What follows belongs to an exercise in optimizing a design on an open flow for small area, a short achievable clock period and few clock cycles per item; a production flow would make more cautious choices.
At most, simulation tests tie the RTL to the original design; equivalence was not proved.

## lane 1
// sha256
module sha256 (Clk, Reset, Start, Chunk, Digest, DigestReady);
clock: 10.0 ns
lec_check: 0
abc_clock_period_in_ps: 3000
cap_margin: 20
core_margin: 2
core_utilization: 40
setup_slack_margin: 0
slew_margin: 20
run.sh (not shown) runs the stock make flow with config.mk's settings and CLKGATE_MAP_FILE= SYNTH_SCRIPT=/design/flow/synth_recipe.tcl, a recipe that flattens the netlist after the stock synthesis.
Lane 1 finished all stages; the layout is clean.
Input-level comparison between lane 2 and lane 1:
Settings: swapping 0 for 5 in SETUP_SLACK_MARGIN.
==> flow/flow/run.sh (new file) <==
#!/bin/bash
# The standard layout (the standard.sh), with the port buffers inserted
# before placement made from the smallest buffer instead of the resizer's
# default pick. Everything else is the standard ORFS flow.
set -euo pipefail
bash standard.sh "BUFFER_PORTS_ARGS=-buffer_cell sky130_fd_sc_hd__buf_1" finish > standard_flow.log 2>&1
==> flow/standard.sh (new file) <==
#!/bin/bash
# synth_recipe.tcl (not shown) runs the flow's synth.tcl, then flattens the netlist and writes it again
# the make line also repeats each setting of config.mk as NAME=value (left out here)
make -C /OpenROAD-flow-scripts/flow DESIGN_CONFIG=/design/flow/config.mk WORK_HOME=/design/flow/orfs CLKGATE_MAP_FILE= SYNTH_SCRIPT=/design/flow/synth_recipe.tcl "${@:-finish}"
removed: flow/run.sh
==> comparison <==
Lane 2 completed every stage of the flow, and the final layout passed the timing, DRC and antenna checks.
Relative to lane 1, the via count of lane 2 is higher by 2258.
Going from lane 1 to lane 2, utilization shrinks by 0.16 points.
Looking only at critical path depth in cells, and setting everything else aside, the higher value of lane 1 and lane 2 goes to lane 1.
On post-route minimum period, the higher figure sits with lane 1, not lane 2.
The post-route fraction of the period consumed by the critical path of lane 2 is lower than that of lane 1.
On die area, lane 1 and lane 2 are neck and neck.
The fmax in lane 2 is 1.17 times that in lane 1.
In lane 2, the pin count of the biggest net entering global routing came out 48 below the value in lane 1.
Clock latency on the worst-skew pair in lane 2 is 0.03 ns above lane 1.
Lane 2 against lane 1: number of antenna violations at the first check in global routing shrank by 11, wire length of the first global-routing pass up 2.1%.
The following lists how lane 3 was set up differently from lane 2:
==> flow/run.sh (new file) <==
#!/bin/bash
# synth_recipe.tcl (not shown) runs the flow's synth.tcl, then flattens the netlist and writes it again
# the make line also repeats each setting of config.mk as NAME=value (left out here)
make -C /OpenROAD-flow-scripts/flow DESIGN_CONFIG=/design/flow/config.mk WORK_HOME=/design/flow/orfs CLKGATE_MAP_FILE= SYNTH_SCRIPT=/design/flow/synth_recipe.tcl finish
removed: flow/flow/run.sh
removed: flow/standard.sh
### Flow results
From lane 2 to lane 3 the numbers moved as follows: clock-buffer cell count rose about 10%; final core area utilization rose by 3.1 points; number of vias after detailed routing dropped about 0.8%; non-clock buffer count decreased 42; post-placement setup slack picked up an extra 0.027 ns.
#### Input delta (lane 4 over lane 3)
==> flow/flow/run.sh (new file) <==
#!/bin/bash
# The standard layout (the standard.sh), with the port buffers inserted
# before placement made from the smallest buffer instead of the resizer's
# default pick. Everything else is the standard ORFS flow.
set -euo pipefail
bash standard.sh "BUFFER_PORTS_ARGS=-buffer_cell sky130_fd_sc_hd__buf_1" SETUP_SLACK_MARGIN=6.5 finish > standard_flow.log 2>&1
==> flow/standard.sh (new file) <==
#!/bin/bash
# synth_recipe.tcl (not shown) runs the flow's synth.tcl, then flattens the netlist and writes it again
# the make line also repeats each setting of config.mk as NAME=value (left out here)
make -C /OpenROAD-flow-scripts/flow DESIGN_CONFIG=/design/flow/config.mk WORK_HOME=/design/flow/orfs CLKGATE_MAP_FILE= SYNTH_SCRIPT=/design/flow/synth_recipe.tcl "${@:-finish}"
removed: flow/run.sh
## What came out
Compared with lane 3, lane 4 instantiates a larger number of cells. Between lane 4 and lane 3, the multi-input combinational gate total does not differ in any meaningful way.
No run of this note included a check of the RTL's function; only the layout flow was run.

sha256, a different RTL version from the one above (not shown whole).
Size: roughly 5,400 cells after synthesis, ~870 flip-flops.
clock: 10.0 ns
lec_check: 0
abc_clock_period_in_ps: 3000
cap_margin: 20
core_margin: 2
core_utilization: 45
cts_cluster_diameter: 80
cts_cluster_size: 20
setup_slack_margin: 4.5
slew_margin: 20
standard.sh (not shown) runs the stock make flow with config.mk's settings and CLKGATE_MAP_FILE= SYNTH_SCRIPT=/design/flow/synth_recipe.tcl, a recipe that flattens the netlist after the stock synthesis.
==> flow/flow/run.sh <==
#!/bin/bash
# The standard layout (the standard.sh), with the port buffers inserted
# before placement made from the smallest buffer instead of the resizer's
# default pick. Everything else is the standard ORFS flow.
set -euo pipefail
bash standard.sh "BUFFER_PORTS_ARGS=-buffer_cell sky130_fd_sc_hd__buf_1" finish > standard_flow.log 2>&1
Next try:
==> flow/flow/run.sh (replaced) <==
#!/bin/bash
# The standard layout (the standard.sh), with the port buffers inserted
# before placement made from the smallest buffer instead of the resizer's
# default pick. Everything else is the standard ORFS flow.
set -euo pipefail
bash standard.sh "BUFFER_PORTS_ARGS=-buffer_cell sky130_fd_sc_hd__buf_1" SETUP_SLACK_MARGIN=6 finish > standard_flow.log 2>&1
--- a/flow/config.mk
+++ b/flow/config.mk
@@ -12,4 +12,4 @@
 export CTS_CLUSTER_DIAMETER = 80
 export CTS_CLUSTER_SIZE = 20
-export SETUP_SLACK_MARGIN = 4.5
+export SETUP_SLACK_MARGIN = 5
 export SLEW_MARGIN = 20
What happened:
- clock skew goes down by 0.019 ns
- register-to-register slack improved by 0.63 ns
- worst setup slack gains 0.63 ns
- maximum frequency grows by 13%
- via count came out higher by 4.5%
- die area is unchanged
Function was not checked in any run of this note: the RTL went through the layout flow alone.

Another version of the RTL of sha256 (not shown whole).
Size in the first run: about 840 flip-flops, about 770 I/O pins.
Design sha256, start of the top module:
module sha256 (Clk, Reset, Start, Chunk, Digest, DigestReady);
Settings: LEC_CHECK=0, ABC_CLOCK_PERIOD_IN_PS=3000, CAP_MARGIN=20, CORE_MARGIN=2, CORE_UTILIZATION=50, CTS_CLUSTER_DIAMETER=80, CTS_CLUSTER_SIZE=20, SETUP_SLACK_MARGIN=5, SLEW_MARGIN=20; clock period 10.0 ns.
==> flow/flow/run.sh <==
#!/bin/bash
# The standard layout (the standard.sh), with the port buffers inserted
# before placement made from the smallest buffer instead of the resizer's
# default pick. Everything else is the standard ORFS flow.
set -euo pipefail
bash standard.sh "BUFFER_PORTS_ARGS=-buffer_cell sky130_fd_sc_hd__buf_1" finish > standard_flow.log 2>&1
The baseline went through all stages and came out clean.
Testbench counts at the start, summed over its fixed seeds: cycles 16,640, hashes 256.
Change:
CORE_UTILIZATION = 45   (was 50)
Synthesized cell count stays the same.
Cell count is higher by about 3.5%.
Final area is higher by 1.1%.

The RTL this note starts from:
==> flow/design.v <==
module k_constants (Addr, K);    
    input [5:0] Addr;
    output [31:0] K;
    reg [31:0] current_k;
    assign K = current_k;
    always @ (Addr) begin : addr_mux
        case(Addr)
          00: current_k = 32'h428a2f98;    01: current_k = 32'h71374491;
          02: current_k = 32'hb5c0fbcf;    03: current_k = 32'he9b5dba5;
          04: current_k = 32'h3956c25b;    05: current_k = 32'h59f111f1;
          06: current_k = 32'h923f82a4;    07: current_k = 32'hab1c5ed5;
          08: current_k = 32'hd807aa98;    09: current_k = 32'h12835b01;
          10: current_k = 32'h243185be;    11: current_k = 32'h550c7dc3;
          12: current_k = 32'h72be5d74;    13: current_k = 32'h80deb1fe;
          14: current_k = 32'h9bdc06a7;    15: current_k = 32'hc19bf174;
          16: current_k = 32'he49b69c1;    17: current_k = 32'hefbe4786;
          18: current_k = 32'h0fc19dc6;    19: current_k = 32'h240ca1cc;
          20: current_k = 32'h2de92c6f;    21: current_k = 32'h4a7484aa;
          22: current_k = 32'h5cb0a9dc;    23: current_k = 32'h76f988da;
          24: current_k = 32'h983e5152;    25: current_k = 32'ha831c66d;
          26: current_k = 32'hb00327c8;    27: current_k = 32'hbf597fc7;
          28: current_k = 32'hc6e00bf3;    29: current_k = 32'hd5a79147;
          30: current_k = 32'h06ca6351;    31: current_k = 32'h14292967;
          32: current_k = 32'h27b70a85;    33: current_k = 32'h2e1b2138;
          34: current_k = 32'h4d2c6dfc;    35: current_k = 32'h53380d13;
          36: current_k = 32'h650a7354;    37: current_k = 32'h766a0abb;
          38: current_k = 32'h81c2c92e;    39: current_k = 32'h92722c85;
          40: current_k = 32'ha2bfe8a1;    41: current_k = 32'ha81a664b;
          42: current_k = 32'hc24b8b70;    43: current_k = 32'hc76c51a3;
          44: current_k = 32'hd192e819;    45: current_k = 32'hd6990624;
          46: current_k = 32'hf40e3585;    47: current_k = 32'h106aa070;
          48: current_k = 32'h19a4c116;    49: current_k = 32'h1e376c08;
          50: current_k = 32'h2748774c;    51: current_k = 32'h34b0bcb5;
          52: current_k = 32'h391c0cb3;    53: current_k = 32'h4ed8aa4a;
          54: current_k = 32'h5b9cca4f;    55: current_k = 32'h682e6ff3;
          56: current_k = 32'h748f82ee;    57: current_k = 32'h78a5636f;
          58: current_k = 32'h84c87814;    59: current_k = 32'h8cc70208;
          60: current_k = 32'h90befffa;    61: current_k = 32'ha4506ceb;
          62: current_k = 32'hbef9a3f7;    63: current_k = 32'hc67178f2;
        endcase
    end
endmodule
module calc_w (W0, W1, W9, W14, WOut);
    input  [31:0] W0, W1, W9, W14;
    output [31:0] WOut;
    wire [31:0] s0 = {W1[6:0], W1[31:7]} ^ {W1[17:0], W1[31:18]} ^ (W1 >> 3);
    wire [31:0] s1 = {W14[16:0], W14[31:17]} ^ {W14[18:0], W14[31:19]} ^ (W14 >> 10);
    wire [31:0] x1s, x1c, x2s, x2c;
    csa32 c1 (W0, W9, s0, x1s, x1c);
    csa32 c2 (x1s, x1c, s1, x2s, x2c);
    assign WOut = x2s + x2c;
endmodule
module hash_algorithm (HKW, A, B, C, D, E, F, G, AOut, EOut);
    input  [31:0] HKW, A, B, C, D, E, F, G;
    output [31:0] AOut, EOut;
    wire [31:0] s1  = {E[5:0], E[31:6]} ^ {E[10:0], E[31:11]} ^ {E[24:0], E[31:25]};
    wire [31:0] ch  = (E & F) ^ (~E & G);
    wire [31:0] s0  = {A[1:0], A[31:2]} ^ {A[12:0], A[31:13]} ^ {A[21:0], A[31:22]};
    wire [31:0] maj = (A & B) | (C & (A | B));
    wire [31:0] e1s, e1c, e2s, e2c;
    csa32 ce1 (HKW, s1, ch, e1s, e1c);
    csa32 ce2 (e1s, e1c, D, e2s, e2c);
    assign EOut = e2s + e2c;
    wire [31:0] x1s, x1c, x2s, x2c, x3s, x3c;
    csa32 c1 (HKW, ch, maj, x1s, x1c);
    csa32 c2 (x1s, x1c, s1, x2s, x2c);
    csa32 c3 (x2s, x2c, s0, x3s, x3c);
    assign AOut = x3s + x3c;
endmodule
module csa32 (X, Y, Z, S, C);
    input  [31:0] X, Y, Z;
    output [31:0] S, C;
    wire [31:0] m = (X & Y) | (X & Z) | (Y & Z);
    assign S = X ^ Y ^ Z;
    assign C = {m[30:0], 1'b0};
endmodule
module sha256 (Clk, Reset, Start, Chunk, Digest, DigestReady);
    input          Clk;
    input          Reset;
    input          Start;
    input  [511:0] Chunk;
    output [255:0] Digest;
    output reg     DigestReady;
    localparam [31:0] H0A = 32'h6a09e667, H0B = 32'hbb67ae85,
                      H0C = 32'h3c6ef372, H0D = 32'ha54ff53a,
                      H0E = 32'h510e527f, H0F = 32'h9b05688c,
                      H0G = 32'h1f83d9ab, H0H = 32'h5be0cd19;
    localparam [31:0] K0  = 32'h428a2f98, K1  = 32'h71374491,
                      K63 = 32'hc67178f2;
    localparam [31:0] DFIX = H0E - H0A;    
    reg         busy;                  
    reg  [5:0]  cnt;                   
    reg  [31:0] kreg;                  
    reg  [31:0] a, b, c, d, e, f, g, h;
    reg  [31:0] hkw;                   
    reg  [31:0] w [0:15];              
    wire [31:0] k, w_new, a_new, e_new;
    wire        last = busy && (cnt == 6'd1);     
    wire        r62  = busy && (cnt == 6'd0);     
    k_constants    kc (cnt, k);
    calc_w         cw (w[0], w[1], w[9], w[14], w_new);
    hash_algorithm ha (hkw, a, b, c, d, e, f, g, a_new, e_new);
    wire [31:0] p1s, p1c;
    csa32 p1 (g, kreg, w[1], p1s, p1c);
    wire [31:0] d_add = c + (last ? H0D : DFIX);
    wire [31:0] w0 = Chunk[511:480];
    always @(posedge Clk, negedge Reset) begin
        if (!Reset) begin
            busy        <= 1'b0;
            cnt         <= 6'd2;
            DigestReady <= 1'b0;
        end else begin
            cnt <= busy ? cnt + 6'd1 : 6'd2;
            if (busy) begin
                if (last) begin
                    busy        <= 1'b0;
                    DigestReady <= 1'b1;
                end
            end else if (Start) begin
                busy        <= 1'b1;
                DigestReady <= 1'b0;
            end
        end
    end
    integer i;
    always @(posedge Clk) begin
        if (busy) begin
            kreg <= last ? K0 : (cnt == 6'd63) ? K63 + H0A : k;
            hkw  <= p1s + p1c;
            for (i = 0; i < 15; i = i + 1) w[i] <= w[i + 1];
            w[15] <= w_new;
            if (last) begin
                {b, c, d} <= {a + H0B, b + H0C, d_add};
                {f, g, h} <= {e + H0F, f + H0G, g + H0H};
            end else if (r62) begin
                {b, c, d} <= {a, b, d_add};
                {f, g, h} <= {e, f, g};
            end else begin
                {b, c, d} <= {a, b, c};
                {f, g, h} <= {e, f, g};
            end
        end else begin
            kreg <= Start ? K1 : K0;
            hkw  <= w0 + (H0H + K0);
            for (i = 0; i < 16; i = i + 1) w[i] <= Chunk[511 - 32*i -: 32];
            if (Start) begin
                {b, c, d} <= {H0B, H0C, H0D};
                {f, g, h} <= {H0F, H0G, H0H};
            end
        end
    end
    wire [31:0] a_idle = (a & ~{32{Start}}) | (H0A & {32{Start}});
    wire [31:0] e_idle = (e & ~{32{Start}}) | (H0E & {32{Start}});
    always @(posedge Clk) begin
        a <= busy ? a_new : a_idle;
        e <= busy ? e_new : e_idle;
    end
    assign Digest = {a, b, c, d, e, f, g, h};
endmodule
export LEC_CHECK = 0
export ABC_CLOCK_PERIOD_IN_PS = 3000
export CAP_MARGIN = 20
export CORE_MARGIN = 2
export CORE_UTILIZATION = 55
export CTS_CLUSTER_DIAMETER = 80
export CTS_CLUSTER_SIZE = 20
export SETUP_SLACK_MARGIN = 5
export SLEW_MARGIN = 20
export TNS_END_PERCENT = 20
create_clock -name core_clock -period 10.0 [get_ports {Clk}]
==> flow/flow/run.sh <==
#!/bin/bash
# The standard layout (the standard.sh) with two changes:
#  - the port buffers inserted before placement are made from the smallest
#    buffer instead of the resizer's default pick;
#  - Yosys's synth skips its internal quick ABC pass (-noabc), so that the
#    full adders ORFS extracts from the carry-save logic keep the polarity
#    the RTL gives them instead of gaining inverters between them. ORFS's
#    own ABC mapping after adder extraction runs as usual.
set -euo pipefail
bash standard.sh "BUFFER_PORTS_ARGS=-buffer_cell sky130_fd_sc_hd__buf_1" "SYNTH_ARGS=-noabc" finish > standard_flow.log 2>&1
The first run finished with timing, DRC and antenna clean.
Testbench counts at the start, summed over its fixed seeds: cycles 16,640, hashes 256.
Rerun with:
--- a/flow/config.mk
+++ b/flow/config.mk
@@ -9,8 +9,7 @@
 export CAP_MARGIN = 20
 export CORE_MARGIN = 2
-export CORE_UTILIZATION = 55
+export CORE_UTILIZATION = 50
 export CTS_CLUSTER_DIAMETER = 80
 export CTS_CLUSTER_SIZE = 20
 export SETUP_SLACK_MARGIN = 5
 export SLEW_MARGIN = 20
-export TNS_END_PERCENT = 20
Result: Global-route usage is lower by 2.0 points; via count hardly moves; register-to-register slack gets better by 0.13 ns.

## run A
// sha256: RTL as listed in full above, without the edits since
clock: 10.0 ns
lec_check: 0
abc_clock_period_in_ps: 3000
cap_margin: 20
core_margin: 2
core_utilization: 55
cts_cluster_diameter: 80
cts_cluster_size: 20
setup_slack_margin: 5
slew_margin: 20
Scripts as last shown in full above: flow/flow/run.sh
Testbench counts of run A, summed over its fixed seeds: cycles 16,640, hashes 256.
Modified inputs, run B compared to run A
--- a/flow/config.mk
+++ b/flow/config.mk
@@ -15 +15,2 @@
 export SLEW_MARGIN = 20
+export TNS_END_PERCENT = 5
Results
- Having completed the whole flow, run B delivered a layout that passed the timing, DRC and antenna checks.
- The higher worst stage delay on the critical path of run B and run A is in run A.
- Run B: non-clock buffer area fraction after layout 0.20 points above run A
- Non-clock buffer count: run B vs run A up 16
- Utilization run A -> run B: up
diff inputs: run B => run C
--- a/flow/flow/run.sh
+++ b/flow/flow/run.sh
@@ -9,2 +9,2 @@
 set -euo pipefail
-bash standard.sh "BUFFER_PORTS_ARGS=-buffer_cell sky130_fd_sc_hd__buf_1" "SYNTH_ARGS=-noabc" finish > standard_flow.log 2>&1
+bash standard.sh "BUFFER_PORTS_ARGS=-buffer_cell sky130_fd_sc_hd__buf_1" "SYNTH_ARGS=-noabc" SETUP_SLACK_MARGIN=5.5 finish > standard_flow.log 2>&1
--- a/flow/config.mk
+++ b/flow/config.mk
@@ -15,2 +15 @@
 export SLEW_MARGIN = 20
-export TNS_END_PERCENT = 5
[summary]
Going from run B to run C, non-clock buffer count grew by more than 10%.
Run C vs run B, first element of the critical path: c[1] vs b[1]
The final area of run C was inferior to that of run B.
Compared with run B, in run C fmax increased by about 3.4% relative to the old numbers; post-synthesis to final-layout area growth increased by 3.9 points relative to the old numbers; setup slack increased by 0.17 ns relative to the old numbers; share of cells above drive strength 1 increased by 4.7 points relative to the old numbers.

## what the ideal ports hide
The flow's constraints put no driver on any port. The routed layouts listed below were extracted and timed again, unchanged, in two steps.
Step 1, drivers: a clkbuf_16 drives Clk and a buf_2 each remaining input, both assumed.
Step 2, shift: input delay + t, output delay - t, t = (earliest + latest rising clock arrival at the registers) / 2. This alone moves slack from input paths to output paths.
Three values: ideal, step 1, step 2; two values: the first two.
run | shift t [ns] | setup slack, ns | worst setup path at the end | clock arrival spread, ns | cell pins on the clock port's net
lane 1 | 0.811 | 3.642 / 3.570 / 4.099 | register to register | 0.046 / 0.047 | 1
lane 2 | 0.818 | 4.552 / 4.474 / 4.817 | register to register | 0.111 / 0.111 | 1
lane 3 | 0.800 | 4.513 / 4.437 / 4.446 | input to register | 0.070 / 0.070 | 1
lane 4 | 0.797 | 4.389 / 4.306 / 4.775 | register to register | 0.066 / 0.065 | 1
the first run of note 2 | 0.801 | 4.576 / 4.576 / 4.576 | register to register | 0.067 / 0.067 | 1
the second run of note 2 | 0.766 | 5.202 / 5.202 / 5.056 | input to register | 0.048 / 0.047 | 1
the first run of note 3 | 0.764 | 5.032 / 5.032 / 4.987 | input to register | 0.061 / 0.061 | 1
the second run of note 3 | 0.762 | 5.093 / 5.093 / 5.049 | input to register | 0.028 / 0.029 | 1
the first run of note 4 | 0.724 | 4.980 / 4.980 / 4.563 | input to register | 0.031 / 0.031 | 1
the second run of note 4 | 0.750 | 5.111 / 5.111 / 4.831 | input to register | 0.029 / 0.029 | 1
run A | 0.728 | 5.041 / 5.041 / 5.041 | register to register | 0.041 / 0.041 | 1
run B | 0.724 | 4.965 / 4.965 / 4.572 | input to register | 0.028 / 0.028 | 1
run C | 0.724 | 5.132 / 5.132 / 5.132 | register to register | 0.044 / 0.043 | 1
After both steps setup and hold are still met in every run listed. For the first run of note 4, which loses most, drivers alone change the setup slack by 0.000 ns; drivers and shift together by -0.417 ns.
